This design comes from an exercise in tuning for small area and a short achievable clock period on the open sky130 flow, not from production work.
RTL that was checked went through simulation tests only; none was proved equivalent to the original.
The flow treats the clock pin as an ideal source. Dropping or thinning the clock tree relies on that and would not hold on a real chip.
No activity file was given, so power comes from the tool's default toggle rates.

==> run a: inputs <==
## ADDER_TREE
module ADDER_TREE #(parameter DATA_IN_WIDTH = 8, DATA_OUT_WIDTH = 16)
  (clk, rst_n, ena, data_in1, data_in2, data_out, done, pipe);
==> module ADDER_TREE, before the edit <==
module ADDER_TREE #(parameter DATA_IN_WIDTH = 8, DATA_OUT_WIDTH = 16)
  (clk, rst_n, ena, data_in1, data_in2, data_out, done, pipe);
  input clk, rst_n, ena;
  input [DATA_IN_WIDTH - 1:0] data_in1, data_in2;
  output [DATA_OUT_WIDTH:0] data_out;
  output done;
  output [6:0] pipe;
  reg        done;
  reg [6:0]  pipe;
  reg [7:0]  a1, b1;
  always @(posedge clk)
    if (ena) begin
      a1 <= data_in1;
      b1 <= data_in2;
    end
  wire [9:0] s2 = {{2{a1[7] & b1[0]}}, a1 & {8{b1[0]}}}
      + {{1{a1[7] & b1[1]}}, a1 & {8{b1[1]}}, 1'b0};
  reg  [9:0] x2;
  reg  [7:0] a2;
  reg  [7:2] b2;
  always @(posedge clk) begin
    x2 <= s2;
    a2 <= a1;
    b2 <= b1[7:2];
  end
  wire [11:0] s3 = {{2{x2[9]}}, x2}
      + {{2{a2[7] & b2[2]}}, a2 & {8{b2[2]}}, 2'b0}
      + {{1{a2[7] & b2[3]}}, a2 & {8{b2[3]}}, 3'b0};
  reg  [11:0] x3;
  reg  [7:0] a3;
  reg  [7:4] b3;
  always @(posedge clk) begin
    x3 <= s3;
    a3 <= a2;
    b3 <= b2[7:4];
  end
  wire [13:0] s4 = {{2{x3[11]}}, x3}
      + {{2{a3[7] & b3[4]}}, a3 & {8{b3[4]}}, 4'b0}
      + {{1{a3[7] & b3[5]}}, a3 & {8{b3[5]}}, 5'b0};
  reg  [13:0] x4;
  reg  [7:0] a4;
  reg  [7:6] b4;
  always @(posedge clk) begin
    x4 <= s4;
    a4 <= a3;
    b4 <= b3[7:6];
  end
  wire [15:0] s5 = {{2{x4[13]}}, x4}
      + {{2{a4[7] & b4[6]}}, a4 & {8{b4[6]}}, 6'b0}
      + {{1{a4[7] & b4[7]}}, a4 & {8{b4[7]}}, 7'b0};
  reg  [15:0] x5;
  always @(posedge clk) begin
    x5 <= s5;
  end
  reg  [15:0] x6;
  always @(posedge clk) x6 <= x5;
  reg  [15:0] x7;
  always @(posedge clk) x7 <= x6;
  reg [15:0] p8;
  always @(posedge clk or negedge rst_n) begin
    if (!rst_n) begin
      pipe <= 7'b0;
      done <= 1'b0;
      p8   <= 16'b0;
    end else begin
      pipe <= {pipe[5:0], pipe[0] | ena};
      done <= pipe[6];
      p8   <= x7 & {16{pipe[6]}};
    end
  end
  assign data_out = {p8[15], p8};
endmodule
export LEC_CHECK = 0
export ABC_CLOCK_PERIOD_IN_PS = 2000
export CAP_MARGIN = 20
export CORE_MARGIN = 2
export CORE_UTILIZATION = 40
export CTS_BUF_LIST = sky130_fd_sc_hd__clkbuf_4 sky130_fd_sc_hd__clkbuf_8
export SETUP_SLACK_MARGIN = 1.5
export SLEW_MARGIN = 20
create_clock -name core_clock -period 4.0 [get_ports {clk}]
run.sh (not shown) runs the stock make flow with config.mk's settings and CLKGATE_MAP_FILE= SYNTH_SCRIPT=/design/flow/synth_recipe.tcl, a recipe that flattens the netlist after the stock synthesis.
==> run b (differences from run a) <==
==> flow/design.v (replaced) <==
module ADDER_TREE #(parameter DATA_IN_WIDTH = 8, DATA_OUT_WIDTH = 16)
  (clk, rst_n, ena, data_in1, data_in2, data_out, done, pipe);
  input clk, rst_n, ena;
  input [DATA_IN_WIDTH - 1:0] data_in1, data_in2;
  output [DATA_OUT_WIDTH:0] data_out;
  output done;
  output [6:0] pipe;
  reg        done;
  reg [6:0]  pipe;
  reg [7:0]  a1, b1;
  reg [7:0]  a2;
  reg [3:0]  bh2;
  reg [11:0] x2;
  reg [15:0] p3, p4, p5, p6, p7;
  reg [15:0] p8;
  wire [11:0] x = {{4{a1[7]}}, a1} * {8'b0, b1[3:0]};
  wire [11:0] y = {{4{a2[7]}}, a2} * {8'b0, bh2};
  wire [15:0] p = {{4{x2[11]}}, x2} + {y, 4'b0};
  always @(posedge clk) begin
    if (ena) begin
      a1 <= data_in1;
      b1 <= data_in2;
    end
    a2  <= a1;
    bh2 <= b1[7:4];
    x2  <= x;
    p3  <= p;
    p4  <= p3;
    p5  <= p4;
    p6  <= p5;
    p7  <= p6;
  end
  always @(posedge clk or negedge rst_n) begin
    if (!rst_n) begin
      pipe <= 7'b0;
      done <= 1'b0;
      p8   <= 16'b0;
    end else begin
      pipe <= {pipe[5:0], pipe[0] | ena};
      done <= pipe[6];
      p8   <= pipe[6] ? p7 : 16'b0;
    end
  end
  assign data_out = {p8[15], p8};
endmodule
- ABC_CLOCK_PERIOD_IN_PS: 2000 -> unset
- CTS_BUF_LIST: sky130_fd_sc_hd__clkbuf_4 sky130_fd_sc_hd__clkbuf_8 -> unset
- SETUP_SLACK_MARGIN: 1.5 -> unset
==> run c (differences from run a) <==
==> flow/design.v (replaced) <==
module ADDER_TREE #(parameter DATA_IN_WIDTH = 8, DATA_OUT_WIDTH = 16)
  (clk, rst_n, ena, data_in1, data_in2, data_out, done, pipe);
  input clk, rst_n, ena;
  input [DATA_IN_WIDTH - 1:0] data_in1, data_in2;
  output [DATA_OUT_WIDTH:0] data_out;
  output done;
  output [6:0] pipe;
  reg        done;
  reg [6:0]  pipe;
  reg [7:0] a1, b1;
  always @(posedge clk)
    if (ena) begin
      a1 <= data_in1;
      b1 <= data_in2;
    end
  wire [8:0] r0 = {a1[7], a1} & {9{b1[0]}};
  wire [8:0] r1 = {a1[7], a1} & {9{b1[1]}};
  reg  [9:0]  x2;
  reg  [7:0]  a2;
  reg  [7:2]  b2;
  always @(posedge clk) begin
    x2 <= {r0[8], r0} + {r1, 1'b0};
    a2 <= a1;
    b2 <= b1[7:2];
  end
  wire [8:0] r2 = {a2[7], a2} & {9{b2[2]}};
  reg  [10:0] x3;
  reg  [7:0]  a3;
  reg  [7:3]  b3;
  always @(posedge clk) begin
    x3 <= {x2[9], x2} + {r2, 2'b0};
    a3 <= a2;
    b3 <= b2[7:3];
  end
  wire [8:0] r3 = {a3[7], a3} & {9{b3[3]}};
  reg  [11:0] x4;
  reg  [7:0]  a4;
  reg  [7:4]  b4;
  always @(posedge clk) begin
    x4 <= {x3[10], x3} + {r3, 3'b0};
    a4 <= a3;
    b4 <= b3[7:4];
  end
  wire [8:0] r4 = {a4[7], a4} & {9{b4[4]}};
  reg  [12:0] x5;
  reg  [7:0]  a5;
  reg  [7:5]  b5;
  always @(posedge clk) begin
    x5 <= {x4[11], x4} + {r4, 4'b0};
    a5 <= a4;
    b5 <= b4[7:5];
  end
  wire [8:0] r5 = {a5[7], a5} & {9{b5[5]}};
  reg  [13:0] x6;
  reg  [7:0]  a6;
  reg  [7:6]  b6;
  always @(posedge clk) begin
    x6 <= {x5[12], x5} + {r5, 5'b0};
    a6 <= a5;
    b6 <= b5[7:6];
  end
  wire [8:0] r6 = {a6[7], a6} & {9{b6[6]}};
  reg  [14:0] x7;
  reg  [7:0]  a7;
  reg         b7;
  always @(posedge clk) begin
    x7 <= {x6[13], x6} + {r6, 6'b0};
    a7 <= a6;
    b7 <= b6[7];
  end
  wire [15:0] x8 = {x7[14], x7} + {a7[7] & b7, a7 & {8{b7}}, 7'b0};
  reg [15:0] p8;
  always @(posedge clk or negedge rst_n) begin
    if (!rst_n) begin
      pipe <= 7'b0;
      done <= 1'b0;
      p8   <= 16'b0;
    end else begin
      pipe <= {pipe[5:0], pipe[0] | ena};
      done <= pipe[6];
      p8   <= x8 & {16{pipe[6]}};
    end
  end
  assign data_out = {p8[15], p8};
endmodule
==> flow/flow/run.sh (new file) <==
#!/bin/bash
# The standard layout (standard.sh), with plain buffers on the ports instead
# of the delay cells buffer_ports picks by default.
set -euo pipefail
export BUFFER_PORTS_ARGS="-buffer_cell sky130_fd_sc_hd__buf_2"
bash standard.sh > standard_make.log 2>&1
==> flow/standard.sh (new file) <==
#!/bin/bash
# synth_recipe.tcl (not shown) runs the flow's synth.tcl, then flattens the netlist and writes it again
# the make line also repeats each setting of config.mk as NAME=value (left out here)
make -C /OpenROAD-flow-scripts/flow DESIGN_CONFIG=/design/flow/config.mk WORK_HOME=/design/flow/orfs CLKGATE_MAP_FILE= SYNTH_SCRIPT=/design/flow/synth_recipe.tcl "${@:-finish}"
- ABC_CLOCK_PERIOD_IN_PS: 2000 -> unset
- SETUP_SLACK_MARGIN: 1.5 -> 2.2
removed: flow/run.sh
==> summary of the runs <==
- Sequential share of layout area: run b < run c < run a.
- The highest cell count belongs to run c, the lowest to run a.
- The highest via count belongs to run c, the lowest to run a.
- The highest first-iteration DRC count belongs to run a, the lowest to run c.
- Of run a and run b, run b has the higher die area (gap 2.4%, measured against run b).
- The lowest critical path depth belongs to run c, the highest to run b.
- Worst hold slack, highest first: run a, run b, run c.
- Combinational power, lowest first: run a, run c, run b.
- Power: run a is smaller than run b (about 14%).
- The highest wire length belongs to run c, the lowest to run a.
- Clock skew: run a is lower than run c (0.53 ps).
For run a, only the layout was checked, not whether the RTL still works.


==> inputs of 07-16 <==
Another version of the RTL of ADDER_TREE (not shown whole).
clock: 4.0 ns
lec_check: 0
cap_margin: 20
core_margin: 2
core_utilization: 72
setup_slack_margin: 2.45
slew_margin: 20
standard.sh (not shown) runs the stock make flow with config.mk's settings and CLKGATE_MAP_FILE= SYNTH_SCRIPT=/design/flow/synth_recipe.tcl, a recipe that flattens the netlist after the stock synthesis.
==> flow/flow/run.sh <==
#!/bin/bash
# The standard layout (standard.sh) with these changes to how it is made:
# - plain buffers on the ports instead of the delay cells buffer_ports picks
#   by default;
# - after clock tree synthesis, flow/clock_tree.tcl replaces the clock tree
#   with a balanced two-level tree: four root buffers fed by the clock port,
#   each driving the leaf buffers of one region; every register sees one root
#   and one leaf buffer.
set -euo pipefail
export BUFFER_PORTS_ARGS="-buffer_cell sky130_fd_sc_hd__buf_1"
export CTS_ARGS="-sink_clustering_enable -repair_clock_nets -dont_use_dummy_load -buf_list {sky130_fd_sc_hd__clkbuf_8}"
export POST_CTS_TCL="$PWD/flow/clock_tree.tcl"
export CLOCK_TREE_ROOTS=4
export CLOCK_TREE_LEAVES=8
export CLOCK_TREE_ROOT_CELL=sky130_fd_sc_hd__clkbuf_8
export CLOCK_TREE_LEAF_CELL=sky130_fd_sc_hd__clkbuf_16
bash standard.sh > standard_make.log 2>&1
Other scripts of this flow, unchanged in this note and not shown: flow/flow/clock_tree.tcl
==> 12-21: changes against 07-16 <==
--- a/flow/config.mk
+++ b/flow/config.mk
@@ -9,3 +9,3 @@
 export CORE_MARGIN = 2
-export CORE_UTILIZATION = 72
+export CORE_UTILIZATION = 60
 export SETUP_SLACK_MARGIN = 2.45
==> results.txt <==
Result of the run: 12-21 complete, no violations; 07-16 complete, no violations
Multi-input gate share of the layout cell area: 12-21 24.7%; 07-16 24.8%
Start point of the critical path: 12-21 pipe[0]; 07-16 pipe[1]
Cell-internal power: 12-21 3.40 mW; 07-16 3.43 mW
Floorplan row count: 12-21 36; 07-16 33
Part of the power in combinational logic: 12-21 17.9%; 07-16 19.1%
Routability congestion estimate: 12-21 0.732; 07-16 0.735
Final std cells w/o fill: 12-21 602; 07-16 570
Worst hold start: 12-21 t6[7]; 07-16 b2[5]
Net switching power: 12-21 1.09 mW; 07-16 1.15 mW
Final worst-path setup slack: 12-21 2.32 ns; 07-16 2.35 ns
Util after Layout: 12-21 69.6%; 07-16 83.0%
Floorplan Core Area: 12-21 9820 sq um; 07-16 8220 sq um
Die width: 12-21 105 microns; 07-16 96.2 microns
Global-route track usage on met2: 12-21 22.5%; 07-16 31.5%
Vias: 12-21 2664; 07-16 2641
Critical path peak fanout: 12-21 1; 07-16 2
Sum of met2 wire segment lengths after detailed routing: 12-21 3300 microns; 07-16 3810 microns

## afterwards: timing with drivers on the ports
The results above use ideal ports. As a check the final layouts listed here were re-extracted and re-timed, cells and wires unchanged.
Step 1, drivers: a clkbuf_16 drives clk and a buf_2 each remaining input, both assumed.
Step 2 times the ports against the registers' clock, not the clock port: input delays grow and output delays shrink by t, the midpoint of the rising clock arrivals with the driver on.
Three values: ideal, step 1, step 2; two values: the first two.
| run | shift t [ns] | slack for setup (ns) | worst setup path at the end | worst register clock-pin slew, ns | cell pins on the clock port's net |
|---|---|---|---|---|---|
| run a | 0.463 | 1.630 / 1.617 / 1.630 | register to register | 0.08 / 0.08 | 1 |
| run b | 0.450 | 0.069 / 0.069 / 0.069 | register to register | 0.06 / 0.06 | 1 |
| run c | 0.475 | 2.128 / 2.116 / 2.128 | register to register | 0.09 / 0.09 | 1 |
| 07-16 | 0.347 | 2.349 / 2.287 / 2.423 | register to register | 0.09 / 0.09 | 4 |
| 12-21 | 0.354 | 2.317 / 2.252 / 2.440 | register to register | 0.09 / 0.09 | 4 |
After both steps setup and hold are still met in every run listed.
